From an optimization exercise on the open Yosys and OpenROAD flow, aimed at small area, a short achievable clock period and few clock cycles per item; shortcuts taken in it are not production practice.
The RTL was checked by simulation tests, not by an equivalence proof against the original design.

==> flow/design.v (outline; a module is shown in full before it is edited, if it fits) <==
// module requant: 3809 lines
// module requant_top: 54 lines
module requant_top (
    input  wire        clk,
    input  wire        rst,
    input  wire [31:0] in_A_tdata,
    input  wire        in_A_tlast,
    input  wire        in_A_tvalid,
    output wire        in_A_tready,
    input  wire [31:0] in_bias_tdata,
    input  wire        in_bias_tlast,
    input  wire        in_bias_tvalid,
    output wire        in_bias_tready,
    input  wire [31:0] in_m_tdata,
    input  wire        in_m_tlast,
    input  wire        in_m_tvalid,
    output wire        in_m_tready,
    input  wire [7:0]  in_e_tdata,
    input  wire        in_e_tlast,
    input  wire        in_e_tvalid,
    output wire        in_e_tready,
    output wire [7:0]  out_D_tdata,
    output wire        out_D_tlast,
    output wire        out_D_tvalid,
    input  wire        out_D_tready
);
  // ...
==> flow/flow/run.sh <==
#!/bin/bash
set -euo pipefail
MARGIN=${MARGIN:-5.6}
sed "s/SETUP_SLACK_MARGIN=[-0-9.]*/SETUP_SLACK_MARGIN=${MARGIN}/" standard.sh > standard_margin.sh
grep -q "SETUP_SLACK_MARGIN=${MARGIN}" standard_margin.sh
bash standard_margin.sh > flow_make.log 2>&1
==> flow/standard.sh <==
#!/bin/bash
# synth_recipe.tcl (not shown) runs the flow's synth.tcl, then flattens the netlist and writes it again
# the make line also repeats each setting of config.mk as NAME=value (left out here)
make -C /OpenROAD-flow-scripts/flow DESIGN_CONFIG=/design/flow/config.mk WORK_HOME=/design/flow/orfs CLKGATE_MAP_FILE= SYNTH_SCRIPT=/design/flow/synth_recipe.tcl "${@:-finish}"
==> flow/config.mk <==
export PLATFORM = sky130hd
export DESIGN_NAME = requant_top
export DESIGN_NICKNAME = requant_top
export VERILOG_FILES = /design/flow/design.v
export SDC_FILE = /design/flow/constraint.sdc
export NUM_CORES = 4
export LEC_CHECK = 0
export CAP_MARGIN = 20
export CORE_MARGIN = 2
export CORE_UTILIZATION = 40
export SETUP_SLACK_MARGIN = 5
export SLEW_MARGIN = 20
==> flow/constraint.sdc <==
create_clock -name core_clock -period 9.0 [get_ports {clk}]
set_input_delay 1.8000 -clock core_clock [delete_from_list [all_inputs] [get_ports {clk}]]
set_output_delay 1.8000 -clock core_clock [all_outputs]
set_load 0.01 [all_outputs]
==> summary.md, run 1 <==
| Metric | Value |
|---|---|
| Depth of the CTS H-tree | `3` |
| PostCTS Resize Cnt | `71` |
| Synth Area in Compound Gates | `0.141` |
| Cell Rows | `about 120` |
| Final setup viols | `0` |
| Hold_buf cts | `0` |
| HPWL after DPL | `around 84000 microns` |
| Async SR Flop Fraction | `0` |
| All-layer global routing usage | `0.215` |
| Remaining DRCs | `0` |
| Final hold violation count | `0` |
| Worst hold slack | `about 0.32 ns` |
| FF+latch count | `660` |
| Worst Skew | `~0.029 ns` |
| CTS clk-pin slew, worst paths | `roughly 0.06 ns` |
| Worst setup SP type | `flip-flop` |
| Initial antenna violation count | `0` |
| Status | `finished clean` |
| FF+latch count, synth | `660` |
| Number of flops mapped to enable cells by yosys | `171` |
| Skew-Pair Late Insertion Delay | `about 0.67 ns` |
| Die W | `344 microns` |
| Avg WL per Cell | `approximately 22 microns` |
| Final worst-path cycle share | `0.369` |
| Clk sink count | `660` |
| Syn. warnings | `1` |
| First-pass GRT wire length | `slightly below 200000 microns` |
| PortBufs | `128` |
| Clock network share of area | `0.0522` |
| WL met2 | `roughly 60000 microns` |
| Most numerous cell in the Yosys netlist | `inv_1` |
| Largest register FFs | `~190` |
Testbench counts, summed over its fixed seeds: cycles 8,056, items 8,000.
==> inputs of run 2 (changes only) <==
--- a/flow/design.v
+++ b/flow/design.v
@@ -3782,32 +3782,32 @@
 always @(posedge clk) r5 <= {l4, q};
 wire       wv = p5;
 wire [8:0] wd = r5;
 reg  [8:0] od;
 reg  [8:0] mem [0:5];
 reg  [2:0] rp, wp;
 reg  [5:0] nt;                  
 wire take = ~ov | pop;
-wire from_mem = nt[0];
-wire wr = wv & ~(take & ~from_mem);
+wire have = nt[0] | wv;
+wire rd   = take & have;
 always @(posedge clk) begin
     if (rst) begin
         ov <= 1'b0; rp <= 0; wp <= 0; nt <= 0;
     end else begin
-        if (take) ov <= from_mem | wv;
-        if (take & from_mem) rp <= (rp == 5) ? 0 : rp + 1'b1;
-        if (wr) wp <= (wp == 5) ? 0 : wp + 1'b1;
-        if (wr & ~(take & from_mem)) nt <= {nt[4:0], 1'b1};
-        else if (~wr & take & from_mem) nt <= {1'b0, nt[5:1]};
+        if (take) ov <= have;
+        if (rd) rp <= (rp == 5) ? 0 : rp + 1'b1;
+        if (wv) wp <= (wp == 5) ? 0 : wp + 1'b1;
+        if (wv & ~rd) nt <= {nt[4:0], 1'b1};
+        else if (~wv & rd) nt <= {1'b0, nt[5:1]};
     end
 end
 always @(posedge clk) begin
-    if (take) od <= from_mem ? mem[rp] : wd;
-    if (wr) mem[wp] <= wd;
+    if (take) od <= nt[0] ? mem[rp] : wd;
+    if (wv) mem[wp] <= wd;
 end
 assign out_D_tvalid = ov;
 assign out_D_tdata  = od[7:0];
 assign out_D_tlast  = od[8];
 endmodule
 `timescale 1ps / 1ps
 module requant_top (
     input  wire        clk,
==> flow/flow/run.sh (replaced) <==
#!/bin/bash
# The standard layout (standard.sh: same synthesis, SDC and clock period),
# with a few extra ORFS knobs on the make command line:
#  - plain buffers (instead of delay buffers) as the port buffers.
set -euo pipefail
MARGIN=5.6
EXTRA="'BUFFER_PORTS_ARGS=-buffer_cell sky130_fd_sc_hd__buf_2'"
sed -e "s/SETUP_SLACK_MARGIN=[-0-9.]*/SETUP_SLACK_MARGIN=${MARGIN}/" \
    -e "s|\"\${@:-finish}\"|${EXTRA} \"\${@:-finish}\"|" standard.sh > standard_mod.sh
grep -q "SETUP_SLACK_MARGIN=${MARGIN}" standard_mod.sh
grep -q "BUFFER_PORTS_ARGS" standard_mod.sh
bash standard_mod.sh > flow_make.log 2>&1
==> run 2 against run 1 <==
Compared with the run above: hold slack better by 0.00058 ns; first-iteration DRC count down 9.1%; global-route usage up 0.30 points; still clean on timing, DRC and antenna; critical path type is now reg -> reg.
==> summary.md, run 2 <==
| Metric | Value |
|---|---|
| Wirelength, routed | `~130000 microns` |
| Arr. time, crit path | `3.99 ns` |
| Clock Tree Root | `clkbuf_16` |
| Synth Area in Compound Gates | `0.144 (+0.00306)` |
| Avg Inst Size Synth | `~10 sq um` |
| Iter 0 DRT Violations | `around 2900` |
| Cell mode on critical path | `buf_4` |
| Worst Skew | `0.0233 ns (-0.00570 ns)` |
| Post-synthesis cell count | `~4500` |
| Routability congestion estimate | `just under 0.9` |
| Crit path buffers/inverters | `9` |
| PortBufs | `128 (unchanged)` |
| Met3 Use GR | `0.0465` |
| Area share of the largest cell type after synthesis | `0.210` |
| Primary FF master, synth | `dfxtp_1` |
| Hold endpoint | `requant_QKV.sh4[0]$_DFF_P_` |
| Setup_tns | `0 ns` |
| Number of fill cells | `approximately 11000` |
| Depth of the CTS H-tree | `3 (unchanged)` |
| Placed inst area | `roughly 0.048 sq mm` |
| Max Fanout on Critical Path | `3` |
| Most common cell after layout, fill and taps aside | `inv_1` |
| Commonest cells post-synth | `inv_1 (696), a22oi_1 (500), dfxtp_1 (489), fa_1 (426), xnor2_1 (367)` |
| CTS Buf Count | `slightly below 80` |
| Delay-heaviest family, CP | `buffers and inverters` |
| Layout cell share with drive strength beyond 1 | `0.124` |
| Most frequent cells in the layout | `inv_1 (692), a22oi_1 (499), dfxtp_1 (436), fa_1 (424), xnor2_1 (365)` |
| Crit path capture type | `flip-flop` |
| Vias in the first global route | `35118` |
| R2R depth | `18` |
| Worst reg-to-reg setup slack | `5.60 ns` |
| Slowest CP cell | `fa_2` |
| Crit path kind | `reg -> reg` |
| CTS tree | `built` |
| Register area share after synthesis | `0.320` |
| DR vias | `33653` |
| Hold depth | `0` |
| Busiest grt layer | `met2` |
| Io pins | `~130` |
| Die W | `345 microns (+0.43%)` |
| Final setup viols | `0 (unchanged)` |
| Area grow syn2layout | `11.7%` |
| Number of flops mapped to enable cells by yosys | `171 (unchanged)` |
| Worst path cell trace | `fa_2 > fa_2 > a211oi_4 > buf_4 > buf_4 > buf_4 > buf_4 > buf_4 > buf_4 > buf_4 > buf_4 > buf_4 > o21bai_1 > a21oi_2 > xnor2_2 > mux2i_2 > mux2_2 > o21ai_1` |
| All-layer global routing usage | `0.218 (+0.00295)` |
| Area contributors post-synth | `dfxtp_1 (21%), fa_1 (18%), edfxtp_1 (11%)` |
| Minimum clock period | `between 3 and 4 ns` |
| HPWL after DPL | `87000 microns (+3.7%)` |
| Largest register FFs | `186 (unchanged)` |
| Core Region | `about 0.12 sq mm` |
| RSZ-0062 raised after global routing | `yes` |
| Reg-to-Reg End | `requant_QKV.t4r[7]$_DFF_P_` |
| Count of cell types in the netlist | `83` |
| Mux cell area share after synthesis | `0.0494` |
| Placed cells | `just under 6000` |
| Max Root-Sink Buffers | `3` |
| Grt total ovfl | `0` |
| Largest regs | `requant_QKV.q2 (186), requant_QKV.mem (54), requant_QKV.t4r (48)` |
| Cell Rows | `125 (+0.81%)` |
| Async SR Flop Fraction | `0 (unchanged)` |
| Met2 GRT Util | `0.351` |
| Remaining DRCs | `0 (unchanged)` |
| First drt pass iteration count | `8` |
| Max frequency | `0.294 GHz` |
| Reg2reg start | `requant_QKV.hs3[0]$_DFF_P_` |
| Main combinational cell family by area after synthesis | `adder cells` |
| CTS clk-pin slew, worst paths | `0.06 ns (about the same)` |
| Worst path max stage delay | `~0.42 ns` |
| Die ar. | `between 0.1 and 0.15 sq mm` |
| WP data required | `9.59 ns` |
| Worst setup SP type | `flip-flop` |
| Cell taking the most area after synthesis | `dfxtp_1` |
| Layout Cells excl Fill | `approximately 6100` |
| Met1 Use GR | `0.288` |
| Final hold violation count | `0 (unchanged)` |
| Die Height | `345 microns` |
| Post-Synth Simple-Gate Area | `0.0504` |
| Final worst-path cycle share | `0.378 (+0.00887)` |
| ANT nets after route | `0` |
| Initial Util | `0.402` |
| # nets final | `between 5000 and 6000` |
| Largest net degree at the start of global routing | `61` |
| Worst hold start | `requant_QKV.sh3[0]$_DFF_P_` |
| Syn. warnings | `1 (unchanged)` |
| Worst hold slack | `0.320 ns (+0.000577 ns)` |
| Maxcap violations | `0` |
| Syn nets | `5268` |
| Status | `finished clean` |
| Post-Syn Area | `0.0466 sq mm` |
| Vias per cell | `5.52` |
| Fin. max-slew vios | `0` |
| FF+latch count, synth | `660 (unchanged)` |
| Post-route cell area | `0.0521 sq mm` |
| Clk sink count | `660 (unchanged)` |
| Skew-Pair Late Insertion Delay | `0.67 ns (about the same)` |
| Initial antenna violation count | `1 (+1)` |
| HP Class | `reg -> reg` |
| First-pass GRT wire length | `205000 microns (+4.0%)` |
| Slew HR | `0.338` |
| Least-Margin Pin Slew | `approximately 1 ns` |
| Synth Area in XOR/XNOR | `0.117` |
| Largest register by flop count | `requant_QKV.q2` |
| Fraction of the mapped netlist area in adder cells | `0.233` |
| Most numerous cell in the Yosys netlist | `inv_1` |
| Avg WL per Cell | `22.1 microns (+1.7%)` |
[run 2: cell types whose count changed in the layout (fill, tap and decap cells not counted), moves of 10 or more]
cell,before,now
dfxtp_1,425,436
mux2i_1,57,85
buf_2,0,128
mux4_2,26,55
clkdlybuf4s50_1,121,0
inv_1,681,692
mux4_1,25,0
nor2_1,106,121
a21oi_1,115,131
nand2_1,146,136
nand3_1,27,37
buf_4,46,60
[run 2: timing repair]
item / in CTS / in global routing
cloned: 0 / 1
hold buffers: 0 / 0
pin swaps: 12 / 31
setup endpoints to repair: 131 / 103
resized for setup: 63 / 82
buffers inserted: 10 / 25
[run 2: final cells by class]
cell class | count | area (sq um) | share of cell area
clock buffer | 105 | 2190 | 0.0420
inverter | 704 | 2660 | 0.0510
antenna | 2 | 5.00 | 0.0000961
multi-input combinational | 2839 | 28100 | 0.539
timing repair buffer | 226 | 1670 | 0.0321
tap | 1524 | 1910 | 0.0366
clock inverter | 39 | 537 | 0.0103
sequential | 660 | 15100 | 0.289
[run 2: through the flow]
step | utilization | worst slack [ns]
after floorplan | - | 5.64
after global placement | 0.418 | 5.23
after detailed placement | 0.418 | 5.17
after CTS | 0.444 | 5.60
after global routing | 0.449 | 5.47
final | 0.449 | 5.60
[run 2: kinds of logic after synthesis]
kind of cell               Yosys count
adders and majority gates          614
AOI/OAI and AO/OA                  963
muxes                              159
and+or+nand+nor                    479
buffers and inverters             1041
DFF                                660
xor gates and xnor gates           623
[run 2: per-layer routing]
layer	up-vias	share of wire
li1	15098	-
met1	16564	0.41
met2	1639	0.46
met3	350	0.091
met4	2	0.042
met5	-	0.000074
[run 2: worst max path at each step]
stage                                        endpoint  slack [ns]  cells past startpoint                         from
after global routing       requant_QKV.t4r[7]$_DFF_P_        5.47                     18   requant_QKV.hs3[0]$_DFF_P_
after global placement    requant_QKV.q2[165]$_DFF_P_        5.23                      9  requant_QKV.neg[11]$_DFF_P_
final                      requant_QKV.t4r[7]$_DFF_P_        5.60                     18   requant_QKV.hs3[0]$_DFF_P_
after detailed placement  requant_QKV.q2[165]$_DFF_P_        5.17                      9  requant_QKV.neg[11]$_DFF_P_
after CTS                 requant_QKV.q2[119]$_DFF_P_        5.60                     10    requant_QKV.X[12]$_DFF_P_
after floorplan           requant_QKV.q2[123]$_DFF_P_        5.64                     11  requant_QKV.neg[11]$_DFF_P_
Testbench counts of run 2, summed over its fixed seeds: cycles 8,056, items 8,000.
==> inputs of run 3 (changes only) <==
==> flow/flow/run.sh (replaced) <==
#!/bin/bash
set -euo pipefail
MARGIN=5.6
EXTRA="'BUFFER_PORTS_ARGS=-buffer_cell sky130_fd_sc_hd__buf_2'"
sed -e "s/SETUP_SLACK_MARGIN=[-0-9.]*/SETUP_SLACK_MARGIN=${MARGIN}/" \
    -e "s|\"\${@:-finish}\"|${EXTRA} \"\${@:-finish}\"|" standard.sh > standard_mod.sh
grep -q "SETUP_SLACK_MARGIN=${MARGIN}" standard_mod.sh
grep -q "BUFFER_PORTS_ARGS" standard_mod.sh
bash standard_mod.sh synth > flow_synth.log 2>&1
RES="$PWD/orfs/results/${FLOW_PLATFORM:-sky130hd}/requant_top/base"
cp "$RES/1_synth.odb" "$RES/1_synth_std.odb"
openroad -python -exit flow/fa_polarity.py "$RES/1_synth_std.odb" "$RES/1_synth.odb" > fa_polarity.log 2>&1
touch "$RES/1_synth.sdc"
bash standard_mod.sh > flow_make.log 2>&1
==> flow/flow/fa_polarity.py (new file) <==
# Inverter clean-up around full adders, run on the synthesized netlist
# (1_synth.odb) before floorplanning.
#
# Yosys's full-adder extraction leaves many inverters between full-adder
# cells.  A full adder is self-dual: FA(~a, ~b, ~c) = (~cout, ~sum).  So any
# full adder may be "flipped" (all three inputs and both outputs complemented)
# without changing the logic.  This script removes the plain inverters of the
# netlist, chooses a flip for each full adder that needs few inverters, and
# puts back one inverter per signal whose complement some pin needs.  Only
# combinational cells change; registers and ports are untouched.
import sys
import odb

src, dst = sys.argv[1], sys.argv[2]
db = odb.dbDatabase.create()
odb.read_db(db, src)
blk = db.getChip().getBlock()

INV = 'sky130_fd_sc_hd__inv_1'
inv_master = db.findMaster(INV)

def is_inv(inst):
    n = inst.getMaster().getName()
    return n.startswith('sky130_fd_sc_hd__inv_') or n.startswith('sky130_fd_sc_hd__clkinv_')

def is_fa(inst):
    return inst.getMaster().getName().startswith('sky130_fd_sc_hd__fa_')

def sig_iterms(inst):
    return [it for it in inst.getITerms() if it.getSigType() not in ('POWER', 'GROUND')]

def net_has_port(net):
    return net is not None and len(list(net.getBTerms())) > 0

def driver(net):
    for it in net.getITerms():
        if it.isOutputSignal():
            return it
    return None

# inverters we may remove: input and output nets are plain internal nets
removable = []
for inst in blk.getInsts():
    if not is_inv(inst):
        continue
    a = inst.findITerm('A').getNet()
    y = inst.findITerm('Y').getNet()
    if a is None or y is None or net_has_port(a) or net_has_port(y):
        continue
    if a.getSigType() == 'CLOCK' or y.getSigType() == 'CLOCK':
        continue
    removable.append(inst)
rem_set = set(r.getName() for r in removable)

def root(net):
    """(root net, polarity) after stripping removable inverters."""
    p = 0
    seen = 0
    while True:
        d = driver(net)
        if d is None or d.getInst().getName() not in rem_set:
            return net, p
        net = d.getInst().findITerm('A').getNet()
        p ^= 1
        seen += 1
        if seen > 1000:
            raise RuntimeError('inverter loop')

# every load pin that is not a removable inverter input: its (root, polarity)
loads = []          # [iterm, rootnet, pol, fa_inst_name or None]
for inst in blk.getInsts():
    if inst.getName() in rem_set:
        continue
    for it in sig_iterms(inst):
        if it.isOutputSignal() or it.getNet() is None:
            continue
        if not it.isInputSignal():
            continue
        r, p = root(it.getNet())
        loads.append([it, r, p, inst.getName() if is_fa(inst) else None])
# output ports driven through removable inverters cannot occur (excluded above)

fa_names = [i.getName() for i in blk.getInsts() if is_fa(i)]
flip = {n: 0 for n in fa_names}
# root net -> FA name that drives it (if any)
drv_fa = {}
for inst in blk.getInsts():
    if is_fa(inst):
        for it in sig_iterms(inst):
            if it.isOutputSignal() and it.getNet() is not None:
                drv_fa[it.getNet().getName()] = inst.getName()

by_root = {}
for ld in loads:
    by_root.setdefault(ld[1].getName(), []).append(ld)
fa_roots = {n: set() for n in fa_names}   # roots an FA touches (inputs and outputs)
for ld in loads:
    if ld[3] is not None:
        fa_roots[ld[3]].add(ld[1].getName())
for rn, fn in drv_fa.items():
    fa_roots[fn].add(rn)

def need(ld):
    rn = ld[1].getName()
    f = flip[drv_fa[rn]] if rn in drv_fa else 0
    g = flip[ld[3]] if ld[3] is not None else 0
    return ld[2] ^ f ^ g

def cost_root(rn):
    return 1 if any(need(ld) for ld in by_root.get(rn, [])) else 0

def total():
    return sum(cost_root(rn) for rn in by_root)

before_inv = len(removable)
c0 = total()
improved = True
rounds = 0
while improved and rounds < 50:
    improved = False
    rounds += 1
    for fn in fa_names:
        rs = fa_roots[fn]
        old = sum(cost_root(r) for r in rs)
        flip[fn] ^= 1
        new = sum(cost_root(r) for r in rs)
        if new < old:
            improved = True
        else:
            flip[fn] ^= 1
c1 = total()
print('fa_polarity: %d full adders, %d removable inverters, %d needed before, %d after (%d rounds, %d flipped)'
      % (len(fa_names), before_inv, c0, c1, rounds, sum(flip.values())))

# rebuild: disconnect loads, drop removable inverters, add one inverter per root needing it
inv_net = {}
cnt = [0]
def get_inv(rnet):
    rn = rnet.getName()
    if rn in inv_net:
        return inv_net[rn]
    cnt[0] += 1
    n = odb.dbNet_create(blk, 'fapol_n%d' % cnt[0])
    i = odb.dbInst_create(blk, inv_master, 'fapol_inv%d' % cnt[0])
    i.findITerm('A').connect(rnet)
    i.findITerm('Y').connect(n)
    inv_net[rn] = n
    return n

plan = [(ld[0], ld[1], need(ld)) for ld in loads]
for it, r, p in plan:
    it.disconnect()
old_nets = set()
for inst in removable:
    for it in sig_iterms(inst):
        if it.getNet() is not None:
            old_nets.add(it.getNet().getName())
        it.disconnect()
    odb.dbInst_destroy(inst)
for it, r, p in plan:
    it.connect(get_inv(r) if p else r)
# drop nets left without any connection
for nn in old_nets:
    n = blk.findNet(nn)
    if n is not None and len(list(n.getITerms())) == 0 and len(list(n.getBTerms())) == 0:
        odb.dbNet_destroy(n)
print('fa_polarity: %d inverters in place of %d' % (cnt[0], before_inv))
# a flipped adder's output nets carry the complement of what their names
# (from the RTL) say: give them fresh names
k = 0
for inst in blk.getInsts():
    if is_fa(inst) and flip.get(inst.getName()):
        for it in sig_iterms(inst):
            if it.isOutputSignal() and it.getNet() is not None:
                k += 1
                it.getNet().rename('fapol_x%d' % k)
odb.write_db(db, dst)
==> run 3 against run 2 <==
Compared with the run above: core utilization is essentially flat; clock skew grew 0.014 ns; largest cell class unchanged; critical path depth shrank 5; register-to-register slack gained 0.02 ns; first-iteration DRC count shrank 13%; highest routed layer unchanged.
==> summary.md, run 3 <==
| Metric | Value |
|---|---|
| Busiest grt layer | `met2` |
| Hold_buf cts | `0 (unchanged)` |
| Max Root-Sink Buffers | `3 (unchanged)` |
| ANT nets after route | `0 (unchanged)` |
| Worst path cell trace | `fa_1 > fa_1 > ha_4 > buf_4 > nand2_2 > a2111oi_4 > a41oi_2 > o2111ai_1 > o211ai_1 > o21ai_2 > or3_4 > a21oi_4 > xnor2_1` |
| Die W | `340 microns (-1.6%)` |
| Met3 Use GR | `0.0524 (+0.00589)` |
| Most frequent cells in the layout | `a22oi_1 (499), dfxtp_1 (438), fa_1 (423), xnor2_1 (363), inv_1 (288)` |
| Number of fill cells | `10460 (-4.0%)` |
| Die ar. | `0.115 sq mm (-3.3%)` |
| Largest net degree at the start of global routing | `61 (unchanged)` |
| HPWL after DPL | `84300 microns (-3.2%)` |
| Post-Syn Area | `0.0451 sq mm (-3.3%)` |
| Core Region | `0.112 sq mm (-3.2%)` |
| Setup ws final | `5.62 ns (+0.0233 ns)` |
| Initial antenna violation count | `5 (+4)` |
| Initial Util | `0.402 (-0.000474)` |
| Syn nets | `4857 (-7.8%)` |
| DR vias | `31909 (-5.2%)` |
| Minimum clock period | `3.38 ns (-0.0233 ns)` |
| All-layer global routing usage | `0.218 (-0.000364)` |
| Clock Tree Root | `clkbuf_16` |
| Worst setup SP type | `flip-flop` |
| Status | `finished clean` |
| Slew HR | `0.341 (+0.00257)` |
| Area grow syn2layout | `11.7% (about the same)` |
| Avg WL per Cell | `22.6 microns (+2.2%)` |
| Max frequency | `0.296 GHz (+0.69%)` |
| Least-Margin Pin Slew | `0.983 ns (-0.00921 ns)` |
| Depth of the CTS H-tree | `3 (unchanged)` |
| Most common cell after layout, fill and taps aside | `a22oi_1` |
| Crit path capture type | `flip-flop` |
| Iter 0 DRT Violations | `2521 (-13%)` |
| CTS clk-pin slew, worst paths | `0.06 ns (about the same)` |
| Vias per cell | `5.63 (+2.1%)` |
| Clk sink count | `660 (unchanged)` |
| Routability congestion estimate | `0.894 (+2.4%)` |
| Final worst-path cycle share | `0.375 (-0.00259)` |
| Met1 Use GR | `0.279 (-0.00810)` |
| Remaining DRCs | `0 (unchanged)` |
| Largest register FFs | `186 (unchanged)` |
| Crit path kind | `reg -> reg` |
| Arr. time, crit path | `3.96 ns (-0.03 ns)` |
| First-pass GRT wire length | `197000 microns (-3.9%)` |
| Final setup viols | `0 (unchanged)` |
| Vias in the first global route | `33313 (-5.1%)` |
| RSZ-0062 raised after global routing | `yes` |
| First drt pass iteration count | `5 (-3)` |
| PortBufs | `128 (unchanged)` |
| Max Fanout on Critical Path | `3 (unchanged)` |
| Io pins | `129 (unchanged)` |
| CTS tree | `built` |
| Cell Rows | `123 (-1.6%)` |
| Post-synthesis cell count | `4128 (-9.1%)` |
| Largest register by flop count | `requant_QKV.q2` |
| Setup_tns | `0 ns (unchanged)` |
| Syn. warnings | `1 (unchanged)` |
| Met2 GRT Util | `0.354 (+0.00292)` |
| WP data required | `9.59 ns (about the same)` |
| Grt total ovfl | `0 (unchanged)` |
| Final hold violation count | `0 (unchanged)` |
| Die Height | `340 microns (-1.6%)` |
| Worst Skew | `0.0374 ns (+0.0141 ns)` |
| Avg Inst Size Synth | `10.9 sq um (+6.3%)` |
| Fin. max-slew vios | `0 (unchanged)` |
| Wirelength, routed | `128000 microns (-5.1%)` |
| HP Class | `reg -> reg` |
| Slowest CP cell | `fa_1` |
| Worst path max stage delay | `0.56 ns (+0.14 ns)` |
| DP Worst Slack | `4.99 ns (-0.175 ns)` |
| # nets final | `4828 (-7.8%)` |
| Largest regs | `requant_QKV.q2 (186), requant_QKV.mem (54), requant_QKV.t4r (48)` |
| Layout cell share with drive strength beyond 1 | `0.132 (+0.00797)` |
| Maxcap violations | `0 (unchanged)` |
| CTS Buf Count | `76 (-1.3%)` |
| Skew-Pair Late Insertion Delay | `0.69 ns (+0.02 ns)` |
| Cell mode on critical path | `fa_1` |
run 3: cell type report:
class | instances | area, sq um | area share
antenna | 2 | 5.00 | 0.0000993
clock buffer | 103 | 2110 | 0.0418
clock inverter | 37 | 527 | 0.0105
inverter | 293 | 1120 | 0.0222
multi-input combinational | 2839 | 28000 | 0.556
sequential | 660 | 15100 | 0.299
tap | 1500 | 1880 | 0.0373
timing repair buffer | 229 | 1640 | 0.0326
run 3: critical path: cells and delay by family (launching register included):
kind | cells | cell delay, ns
adder cells (fa/ha/maj) | 3 | 1.30
AO/OA/AOI/OAI | 6 | 0.93
AND/OR/NAND/NOR | 2 | 0.47
flip-flops | 1 | 0.31
buffers and inverters | 1 | 0.14
XOR/XNOR | 1 | 0.13
run 3: routing by layer:
layer  wire, microns  vias to the layer above
li1                -                    14304
met1           51900                    15850
met2           59500                     1434
met3           10800                      317
met4            5490                        4
met5              29                        -
run 3: per-stage QoR:
| stage | utilization | std cells | hold slack, ns | instance area (sq um) |
|---|---|---|---|---|
| global placement | 0.417 | 5480 | 0.312 | 46800 |
| CTS | 0.443 | 5629 | 0.325 | 49800 |
| detailed placement | 0.417 | 5480 | 0.312 | 46800 |
| finish | 0.449 | 5663 | 0.321 | 50400 |
| floorplan | - | 4128 | 0.310 | 45100 |
| global route | 0.449 | 5661 | 0.328 | 50400 |
run 3: repair_timing:
action	CTS	global route
pin swaps	9	23
setup buffers	9	30
resized for setup	69	63
gates cloned	0	1
endpoints found under the setup margin	144	96
run 3: path summary, 6_finish.rpt:
| check | start | to | slack [ns] | cells after the start |
|---|---|---|---|---|
| worst max-delay path | requant_QKV.q2[35]$_DFF_P_ | requant_QKV.lo3[28]$_DFF_P_ | 5.62 | 13 |
| worst min-delay path | requant_QKV.sh3[0]$_DFF_P_ | requant_QKV.sh4[0]$_DFF_P_ | 0.32 | 0 |
| worst max register to register | requant_QKV.q2[35]$_DFF_P_ | requant_QKV.lo3[28]$_DFF_P_ | 5.62 | 13 |
| worst min register to register | requant_QKV.sh3[0]$_DFF_P_ | requant_QKV.sh4[0]$_DFF_P_ | 0.32 | 0 |
==> inputs of run 4 (changes only) <==
--- a/flow/config.mk
+++ b/flow/config.mk
@@ -5,8 +5,9 @@
 export SDC_FILE = /design/flow/constraint.sdc
 export NUM_CORES = 4
 export LEC_CHECK = 0
+export ABC_AREA = 1
 export CAP_MARGIN = 20
 export CORE_MARGIN = 2
-export CORE_UTILIZATION = 40
+export CORE_UTILIZATION = 65
 export SETUP_SLACK_MARGIN = 5
 export SLEW_MARGIN = 20
==> run 4 against run 3 <==
Compared with the run above: design area shrank 1.8%; sequential share of layout area grew 0.38 points; critical path depth shrank 4; via count grew 12%; still clean on timing, DRC and antenna; first-iteration DRC count grew 48%; cell count grew 2.9%; critical path type unchanged; synthesized cell count grew 17%.
==> summary.md, run 4 <==
| Metric | Value |
|---|---|
| DR vias | `35622 (+12%)` |
| First drt pass iteration count | `7 (+2)` |
| Layout Cells excl Fill | `5825 (+2.9%)` |
| Vias per cell | `6.12 (+8.5%)` |
| Initial antenna violation count | `5 (unchanged)` |
| Status | `finished clean` |
| Worst path cell trace | `inv_1 > buf_4 > o22ai_1 > xor2_1 > fa_1 > inv_1 > fa_1 > fa_1 > fa_1` |
| Die ar. | `0.0716 sq mm (-38%)` |
| Reg-to-Reg End | `requant_QKV.q2[30]$_DFF_P_` |
| Depth of the CTS H-tree | `3 (unchanged)` |
| Hold depth | `0 (unchanged)` |
| Setup ws final | `5.61 ns (-0.0141 ns)` |
| Clock Tree Root | `clkbuf_16` |
| Wirelength, routed | `132000 microns (+3.4%)` |
| Reg2reg start | `requant_QKV.X[3]$_DFF_P_` |
| Worst setup SP type | `flip-flop` |
| Die Height | `268 microns (-21%)` |
| Final setup viols | `0 (unchanged)` |
| Syn. warnings | `1 (unchanged)` |
| Post-route cell area | `0.0495 sq mm (-1.8%)` |
| Largest register by flop count | `requant_QKV.q2` |
| Hold_buf cts | `0 (unchanged)` |
| Avg WL per Cell | `22.7 microns (+0.54%)` |
| HP Class | `reg -> reg` |
| Iter 0 DRT Violations | `3743 (+48%)` |
| Most frequent cells in the layout | `nand2_1 (590), xor2_1 (583), inv_1 (506), o22ai_1 (492), dfxtp_1 (468)` |
| Fin util | `0.720 (+0.271)` |
| Most common cell after layout, fill and taps aside | `nand2_1` |
| Delay-heaviest family, CP | `adder cells` |
| Crit path capture type | `flip-flop` |
| Layout cell share with drive strength beyond 1 | `0.102 (-0.0304)` |
| Avg Inst Size Synth | `9.37 sq um (-14%)` |
| Least-Margin Pin Slew | `1.04 ns (+0.0559 ns)` |
| Fin. max-slew vios | `0 (unchanged)` |
| Cell mode on critical path | `fa_1` |
| CTS Buf Count | `71 (-6.6%)` |
| Slowest CP cell | `fa_1` |
| Setup_tns | `0 ns (unchanged)` |
| # nets final | `5566 (+15%)` |
| Grt total ovfl | `0 (unchanged)` |
| Post-Syn Area | `0.0452 sq mm (+0.19%)` |
| Clk sink count | `660 (unchanged)` |
| All-layer global routing usage | `0.371 (+0.153)` |
| CTS tree | `built` |
| Syn nets | `5549 (+14%)` |
| Worst hold start | `requant_QKV.sh3[3]$_DFF_P_` |
| DP Worst Slack | `5.02 ns (+0.0255 ns)` |
| Worst hold slack | `0.324 ns (+0.00241 ns)` |
| Routability congestion estimate | `0.987 (+10%)` |
| Vias in the first global route | `35729 (+7.3%)` |
| Skew-Pair Late Insertion Delay | `0.65 ns (-0.04 ns)` |
| Largest regs | `requant_QKV.q2 (186), requant_QKV.mem (54), requant_QKV.t4r (48)` |
| Maxcap violations | `0 (unchanged)` |
| R2R depth | `9 (-4)` |
| Core Region | `0.0687 sq mm (-39%)` |
| WP data required | `9.48 ns (-0.11 ns)` |
| Placed cells | `5663 (+3.3%)` |
| Final worst-path cycle share | `0.377 (+0.00156)` |
| Max frequency | `0.295 GHz (-0.41%)` |
| Post-synthesis cell count | `4820 (+17%)` |
| Max Fanout on Critical Path | `32 (+29)` |
| Hold endpoint | `requant_QKV.sh4[3]$_DFF_P_` |
| Cell Rows | `96 (-22%)` |
| PortBufs | `128 (unchanged)` |
| Die W | `268 microns (-21%)` |
| First-pass GRT wire length | `202000 microns (+2.7%)` |
| ANT nets after route | `0 (unchanged)` |
| Max Root-Sink Buffers | `3 (unchanged)` |
| Minimum clock period | `3.39 ns (+0.0141 ns)` |
| RSZ-0062 raised after global routing | `yes` |
| Worst reg-to-reg setup slack | `5.61 ns (about the same)` |
| CTS clk-pin slew, worst paths | `0.06 ns (about the same)` |
| HPWL after DPL | `91500 microns (+8.6%)` |
| Area grow syn2layout | `9.47%` |
| Largest net degree at the start of global routing | `51 (-16%)` |
| Final hold violation count | `0 (unchanged)` |
| Io pins | `129 (unchanged)` |
| Arr. time, crit path | `3.87 ns (-0.09 ns)` |
| Worst path max stage delay | `0.51 ns (-0.05 ns)` |
| Number of fill cells | `5338 (-49%)` |
| Worst Skew | `0.0412 ns (+0.00377 ns)` |
| Initial Util | `0.658 (+0.256)` |
| Largest register FFs | `186 (unchanged)` |
| Crit path buffers/inverters | `3 (+2)` |
| Remaining DRCs | `0 (unchanged)` |
| Crit path kind | `reg -> reg` |
| Slew HR | `0.300 (-0.0410)` |
| Placed inst area | `0.0464 sq mm (-0.94%)` |
[run 4: layout make-up]
cell class,count,area [sq um],area share
Clock inverter,38,523,0.0106
Sequential cell,660,15000,0.303
Clock buffer,91,1940,0.0393
Tap cell,931,1160,0.0235
Timing Repair Buffer,247,1780,0.0359
Multi-Input combinational cell,3326,27000,0.546
Timing Repair inverter,4,30.0,0.000607
Antenna cell,1,2.50,0.0000506
Inverter,527,2020,0.0409
[run 4: worst reg2reg max path: cells and delay by family, from the launching register on]
family          cells  cell delay (ns)
compound gates      1             0.27
xor+xnor            1             0.18
fa+ha+maj           4             1.97
buf+inv             3             0.50
flops               1             0.30
[run 4: timing repair]
item,4_1_cts,5_1_grt
setup buffers,17,11
pin swaps,1,8
cloned,4,0
gates resized for setup,46,71
endpoints found under the setup margin,116,79
[run 4: worst max path at each step]
stage	slack, ns	to	cells past startpoint	from
6_report	5.61	requant_QKV.q2[30]$_DFF_P_	9	requant_QKV.X[3]$_DFF_P_
5_1_grt	5.58	requant_QKV.q2[24]$_DFF_P_	9	requant_QKV.one[0]$_DFF_P_
4_1_cts	5.58	requant_QKV.q2[70]$_DFF_P_	9	requant_QKV.neg[0]$_DFF_P_
3_5_place_dp	5.02	requant_QKV.q2[70]$_DFF_P_	9	requant_QKV.one[0]$_DFF_P_
3_3_place_gp	5.08	requant_QKV.q2[70]$_DFF_P_	9	requant_QKV.one[0]$_DFF_P_
2_1_floorplan	5.61	requant_QKV.q2[139]$_DFF_P_	9	requant_QKV.neg[11]$_DFF_P_
[run 4: per-layer routing]
layer  up-vias  wire, microns  global-route usage
met5         -             44                   0
met3       516          16500               0.126
met1     16880          50400               0.470
li1      16052              -                   -
met4         6           7190               0.190
met2      2168          58000               0.567
==> inputs of run 5 (changes only) <==
--- a/flow/config.mk
+++ b/flow/config.mk
@@ -5,9 +5,10 @@
 export SDC_FILE = /design/flow/constraint.sdc
 export NUM_CORES = 4
 export LEC_CHECK = 0
-export ABC_AREA = 1
 export CAP_MARGIN = 20
 export CORE_MARGIN = 2
 export CORE_UTILIZATION = 65
+export CTS_BUF_LIST = sky130_fd_sc_hd__clkbuf_8
+export CTS_CLUSTER_SIZE = 30
 export SETUP_SLACK_MARGIN = 5
 export SLEW_MARGIN = 20
==> run 5 against run 4 <==
Compared with the run above: worst setup slack worse by 0.019 ns; synthesized area decreased by 0.19%; clock skew up 0.0021 ns; critical path depth fell by 2; sequential cell count did not move; largest cell class unchanged.
==> summary.md, run 5 <==
| Metric | Value |
|---|---|
| Worst setup path start | `requant_QKV.X[26]$_DFF_P_` |
| ANT nets after route | `0 (unchanged)` |
| Syn nets | `4857 (-12%)` |
| Routability congestion estimate | `0.959 (-2.8%)` |
| Initial antenna violation count | `4 (-1)` |
| Iter 0 DRT Violations | `3761 (+0.48%)` |
| Slowest CP cell | `dfxtp_4` |
| Core Region | `0.0686 sq mm (-0.17%)` |
| Wirelength, routed | `133000 microns (+0.86%)` |
| CTS Buf Count | `107 (+51%)` |
| Io pins | `129 (unchanged)` |
| Reg2reg start | `requant_QKV.X[26]$_DFF_P_` |
| Max frequency | `0.293 GHz (-0.54%)` |
| Layout Cells excl Fill | `5155 (-12%)` |
| Maxcap violations | `0 (unchanged)` |
| Avg Inst Size Synth | `10.9 sq um (+17%)` |
| Worst path cell trace | `a22oi_1 > xor2_1 > fa_1 > fa_1 > fa_1 > fa_1 > inv_1` |
| Most common cell after layout, fill and taps aside | `a22oi_1` |
| Final worst-path cycle share | `0.379 (+0.00206)` |
| Slew HR | `0.422 (+0.122)` |
| Clk sink count | `660 (unchanged)` |
| Area grow syn2layout | `9.90%` |
| Crit path capture type | `flip-flop` |
| Worst hold slack | `0.325 ns (+0.00130 ns)` |
| First drt pass iteration count | `7 (unchanged)` |
| Largest register by flop count | `requant_QKV.q2` |
| Skew-Pair Late Insertion Delay | `0.77 ns (+0.12 ns)` |
| Die ar. | `0.0715 sq mm (-0.19%)` |
| Crit path kind | `reg -> reg` |
| Worst path max stage delay | `0.73 ns (+0.22 ns)` |
| First-pass GRT wire length | `197000 microns (-2.6%)` |
| Status | `finished clean` |
| Largest register FFs | `186 (unchanged)` |
| Fin util | `0.723 (+0.00270)` |
| PortBufs | `128 (unchanged)` |
| Avg WL per Cell | `25.8 microns (+14%)` |
| Largest regs | `requant_QKV.q2 (186), requant_QKV.mem (54), requant_QKV.t4r (48)` |
| All-layer global routing usage | `0.359 (-0.0122)` |
| Minimum clock period | `3.41 ns (+0.0186 ns)` |
| Clock Tree Root | `clkbuf_8` |
| CTS tree | `built` |
| Worst Skew | `0.0433 ns (+0.00211 ns)` |
| Remaining DRCs | `0 (unchanged)` |
| Die Height | `267 microns (about the same)` |
| Cell Rows | `96 (unchanged)` |
| Placed inst area | `0.0461 sq mm (-0.54%)` |
| # nets final | `4861 (-13%)` |
| Vias in the first global route | `35060 (-1.9%)` |
| Crit path buffers/inverters | `1 (-2)` |
| Hold_buf cts | `0 (unchanged)` |
| DR vias | `33652 (-5.5%)` |
| Max Root-Sink Buffers | `3 (unchanged)` |
| Max Fanout on Critical Path | `32 (unchanged)` |
| CTS clk-pin slew, worst paths | `0.06 ns (about the same)` |
| Most frequent cells in the layout | `a22oi_1 (499), dfxtp_1 (437), fa_1 (424), xnor2_1 (365), inv_1 (324)` |
| Depth of the CTS H-tree | `3 (unchanged)` |
| Fin. max-slew vios | `0 (unchanged)` |
| Initial Util | `0.658 (about the same)` |
| Layout cell share with drive strength beyond 1 | `0.138 (+0.0358)` |
| Post-route cell area | `0.0496 sq mm (+0.20%)` |
| Worst hold start | `requant_QKV.sh3[1]$_DFF_P_` |
| HPWL after DPL | `85900 microns (-6.1%)` |
| Setup_tns | `0 ns (unchanged)` |
| RSZ-0062 raised after global routing | `yes` |
| Worst setup SP type | `flip-flop` |
| Post-Syn Area | `0.0451 sq mm (-0.19%)` |
| Syn. warnings | `1 (unchanged)` |
| Post-synthesis cell count | `4128 (-14%)` |
| Placed cells | `4917 (-13%)` |
| Arr. time, crit path | `4.05 ns (+0.18 ns)` |
| Delay-heaviest family, CP | `adder cells` |
| Final setup viols | `0 (unchanged)` |
| Cell mode on critical path | `fa_1` |
| HP Class | `reg -> reg` |
| Final hold violation count | `0 (unchanged)` |
| WP data required | `9.64 ns (+0.16 ns)` |
| Largest net degree at the start of global routing | `61 (+20%)` |
| Die W | `267 microns (about the same)` |
| Least-Margin Pin Slew | `0.863 ns (-0.176 ns)` |
| Grt total ovfl | `0 (unchanged)` |
| Vias per cell | `6.53 (+6.7%)` |
## run 5: final timing paths
kind / to / slack (ns) / cells past startpoint
worst max-delay path: requant_QKV.q2[58]$_DFF_P_ / 5.59 / 7
worst min-delay path: requant_QKV.sh4[1]$_DFF_P_ / 0.32 / 0
worst max register to register: requant_QKV.q2[58]$_DFF_P_ / 5.59 / 7
worst min register to register: requant_QKV.sh4[1]$_DFF_P_ / 0.32 / 0
## run 5: cell type report
cell class | count | area (sq um)
Sequential cell | 660 | 15100
Timing Repair Buffer | 232 | 1850
Antenna cell | 2 | 5.00
Multi-Input combinational cell | 2838 | 28000
Tap cell | 931 | 1160
Clock inverter | 72 | 633
Clock buffer | 127 | 1750
Fill cell | 4796 | 19000
Inverter | 293 | 1110
## run 5: what timing repair did
action | in CTS | in global routing
resized for setup | 77 | 59
setup endpoints to repair | 145 | 101
pin swaps | 6 | 24
buffers inserted | 9 | 26
gates cloned | 0 | 2
## run 5: per-stage QoR
stage | worst slack [ns]
2_1_floorplan | 5.68
3_3_place_gp | 5.24
3_5_place_dp | 5.13
4_1_cts | 5.57
5_1_grt | 5.47
6_report | 5.59
## run 5: routing by layer
layer | vias up | routed length [microns] | part of all wire | GRT usage
li1 | 14363 | - | - | -
met1 | 16435 | 47700 | 0.36 | 0.444
met2 | 2273 | 61600 | 0.46 | 0.579
met3 | 575 | 15400 | 0.12 | 0.0956
met4 | 6 | 8490 | 0.064 | 0.189
met5 | - | 105 | 0.00079 | 0
==> inputs of run 6 (changes only) <==
--- a/flow/config.mk
+++ b/flow/config.mk
@@ -8,7 +8,5 @@
 export CAP_MARGIN = 20
 export CORE_MARGIN = 2
 export CORE_UTILIZATION = 65
-export CTS_BUF_LIST = sky130_fd_sc_hd__clkbuf_8
-export CTS_CLUSTER_SIZE = 30
 export SETUP_SLACK_MARGIN = 5
 export SLEW_MARGIN = 20
==> run 6 against run 5 <==
Compared with the run above: still clean on timing, DRC and antenna; critical path depth unchanged; critical path type unchanged.
==> summary.md, run 6 <==
| Metric | Value |
|---|---|
| Status | `finished clean` |
| Arr. time, crit path | `3.88 ns (-0.17 ns)` |
| Post-synthesis cell count | `4128 (unchanged)` |
| Largest net degree at the start of global routing | `61 (unchanged)` |
| # nets final | `4819 (-0.86%)` |
| HPWL after DPL | `85900 microns (unchanged)` |
| Largest register FFs | `186 (unchanged)` |
| HP Class | `reg -> reg` |
| Worst hold start | `requant_QKV.sh1[5]$_SDFF_PP0_` |
| R2R depth | `7 (unchanged)` |
| Syn nets | `4857 (unchanged)` |
| Final setup viols | `0 (unchanged)` |
| Max Fanout on Critical Path | `32 (unchanged)` |
| Setup ws final | `5.63 ns (+0.0338 ns)` |
| Worst Skew | `0.0351 ns (-0.00818 ns)` |
| Layout Cells excl Fill | `5080 (-1.5%)` |
| Ant. Diodes | `0 (-2)` |
| Worst path max stage delay | `0.70 ns (-0.03 ns)` |
| Syn. warnings | `1 (unchanged)` |
| First drt pass iteration count | `10 (+3)` |
| Hold depth | `0 (unchanged)` |
| Clk sink count | `660 (unchanged)` |
| Slew HR | `0.417 (-0.00523)` |
| DR vias | `33280 (-1.1%)` |
| Die ar. | `0.0715 sq mm (unchanged)` |
| Core Region | `0.0686 sq mm (unchanged)` |
| DP Worst Slack | `5.13 ns (unchanged)` |
| Slowest CP cell | `dfxtp_4` |
| First-pass GRT wire length | `196000 microns (-0.37%)` |
| Fin. max-slew vios | `0 (unchanged)` |
| Cell mode on critical path | `fa_1` |
| Largest regs | `requant_QKV.q2 (186), requant_QKV.mem (54), requant_QKV.t4r (48)` |
| RSZ-0062 raised after global routing | `yes` |
| Clock Tree Root | `clkbuf_16` |
| Die W | `267 microns (unchanged)` |
| WP data required | `9.51 ns (-0.13 ns)` |
| Most frequent cells in the layout | `a22oi_1 (499), dfxtp_1 (437), fa_1 (424), xnor2_1 (364), inv_1 (290)` |
| Layout cell share with drive strength beyond 1 | `0.127 (-0.0106)` |
| Io pins | `129 (unchanged)` |
| ANT nets after route | `0 (unchanged)` |
| Routability congestion estimate | `0.959 (unchanged)` |
| Crit path capture type | `flip-flop` |
| Remaining DRCs | `0 (unchanged)` |
| Largest register by flop count | `requant_QKV.q2` |
| Worst path cell trace | `a22oi_1 > xor2_1 > fa_1 > fa_1 > fa_1 > fa_1 > inv_1` |
| Area grow syn2layout | `9.78%` |
| Setup_tns | `0 ns (unchanged)` |
| All-layer global routing usage | `0.358 (-0.00140)` |
| Hold endpoint | `requant_QKV.sh2[5]$_DFF_P_` |
| Placed cells | `4917 (unchanged)` |
| Vias in the first global route | `34875 (-0.53%)` |
| Least-Margin Pin Slew | `0.870 ns (+0.00781 ns)` |
| Minimum clock period | `3.37 ns (-0.0338 ns)` |
| Avg WL per Cell | `25.8 microns (about the same)` |
| Crit path buffers/inverters | `1 (unchanged)` |
| Maxcap violations | `0 (unchanged)` |
| Iter 0 DRT Violations | `4010 (+6.6%)` |
| Delay-heaviest family, CP | `adder cells` |
| Final worst-path cycle share | `0.375 (-0.00376)` |
| Max frequency | `0.296 GHz (+1.0%)` |
| Reg2reg start | `requant_QKV.X[16]$_DFF_P_` |
| PortBufs | `128 (unchanged)` |
| Max Root-Sink Buffers | `3 (unchanged)` |
| Initial antenna violation count | `3 (-1)` |
| Post-route cell area | `0.0495 sq mm (-0.11%)` |
| Avg Inst Size Synth | `10.9 sq um (unchanged)` |
| Wirelength, routed | `131000 microns (-1.5%)` |
| Hold_buf cts | `0 (unchanged)` |
| Reg-to-Reg End | `requant_QKV.q2[36]$_DFF_P_` |
| Initial Util | `0.658 (unchanged)` |
| Grt total ovfl | `0 (unchanged)` |
| CTS clk-pin slew, worst paths | `0.06 ns (about the same)` |
| Placed inst area | `0.0461 sq mm (unchanged)` |
| Skew-Pair Late Insertion Delay | `0.64 ns (-0.13 ns)` |
| Vias per cell | `6.55 (+0.35%)` |
| Die Height | `267 microns (unchanged)` |
| Depth of the CTS H-tree | `3 (unchanged)` |
| Cell Rows | `96 (unchanged)` |
| Worst reg-to-reg setup slack | `5.63 ns (+0.03 ns)` |
| Most common cell after layout, fill and taps aside | `a22oi_1` |
| Post-Syn Area | `0.0451 sq mm (unchanged)` |
| Worst setup SP type | `flip-flop` |
| CTS Buf Count | `72 (-33%)` |
| Final hold violation count | `0 (unchanged)` |
| CTS tree | `built` |
| Crit path kind | `reg -> reg` |
## run 6: worst max path at each step
| stage | startpoint | endpoint | cells after the start |
|---|---|---|---|
| after floorplan | requant_QKV.c3$_DFF_P_ | requant_QKV.t4r[15]$_DFF_P_ | 11 |
| after CTS | requant_QKV.neg[11]$_DFF_P_ | requant_QKV.q2[163]$_DFF_P_ | 8 |
| final | requant_QKV.X[16]$_DFF_P_ | requant_QKV.q2[36]$_DFF_P_ | 7 |
| after detailed placement | requant_QKV.neg[4]$_DFF_P_ | requant_QKV.q2[50]$_DFF_P_ | 8 |
| after global routing | requant_QKV.q2[35]$_DFF_P_ | requant_QKV.lo3[31]$_DFF_P_ | 12 |
| after global placement | requant_QKV.neg[12]$_DFF_P_ | requant_QKV.q2[161]$_DFF_P_ | 8 |
## run 6: layer usage
| metal | vias to the layer above | GRT usage | wire, microns |
|---|---|---|---|
| li1 | 14264 | - | - |
| met1 | 16244 | 0.443 | 47700 |
| met2 | 2180 | 0.579 | 60700 |
| met3 | 586 | 0.0840 | 14000 |
| met4 | 6 | 0.198 | 8660 |
| met5 | - | 0.0104 | 117 |
## run 6: cell type report
type                    count  area (sq um)
clock inverters            39           437
clock buffers              94          2020
inverters                 293          1110
repair buffers            225          1730
multi-input cells        2838         28000
flip-flops and latches    660         15100
well taps                 931          1160
fillers                  4768         19100
## run 6: what timing repair did
action                                  CTS  global route
gates resized for setup                  75            53
gates cloned                              0             0
buffers inserted                          9            21
pin swaps                                 6            18
endpoints found under the setup margin  143            93
## run 6: through the flow
step / hold slack [ns] / util
2_1_floorplan: 0.310 / -
3_3_place_gp: 0.317 / 0.672
3_5_place_dp: 0.314 / 0.672
4_1_cts: 0.323 / 0.713
5_1_grt: 0.331 / 0.722
6_report: 0.324 / 0.722

==> afterwards: timing with drivers on the ports <==
The flow's constraints put no driver on any port. The routed layouts listed below were extracted and timed again, unchanged, in two steps. Step 1 assumes that a clkbuf_16 drives the clock port and a buf_2 every other input. Step 2 times the ports against the registers' clock, not the clock port: input delays grow and output delays shrink by t, the midpoint of the rising clock arrivals with the driver on. a / b / c = ideal / step 1 / step 2; a / b = the first two.
run	shift t [ns]	setup slack, ns	worst setup path at the end	latest minus earliest clock arrival (ns)
run 1	0.734	5.681 / 5.607 / 5.064	input to register	0.029 / 0.029
run 2	0.734	5.601 / 5.601 / 5.434	input to register	0.026 / 0.025
run 3	0.740	5.625 / 5.625 / 5.477	input to register	0.039 / 0.039
run 4	0.706	5.611 / 5.611 / 5.525	input to register	0.045 / 0.045
run 5	0.811	5.592 / 5.592 / 5.378	input to register	0.050 / 0.050
run 6	0.691	5.626 / 5.617 / 5.392	input to register	0.037 / 0.037
After both steps setup and hold are still met in every run listed. For run 1, which loses most, drivers alone change the setup slack by -0.074 ns; drivers and shift together by -0.617 ns.
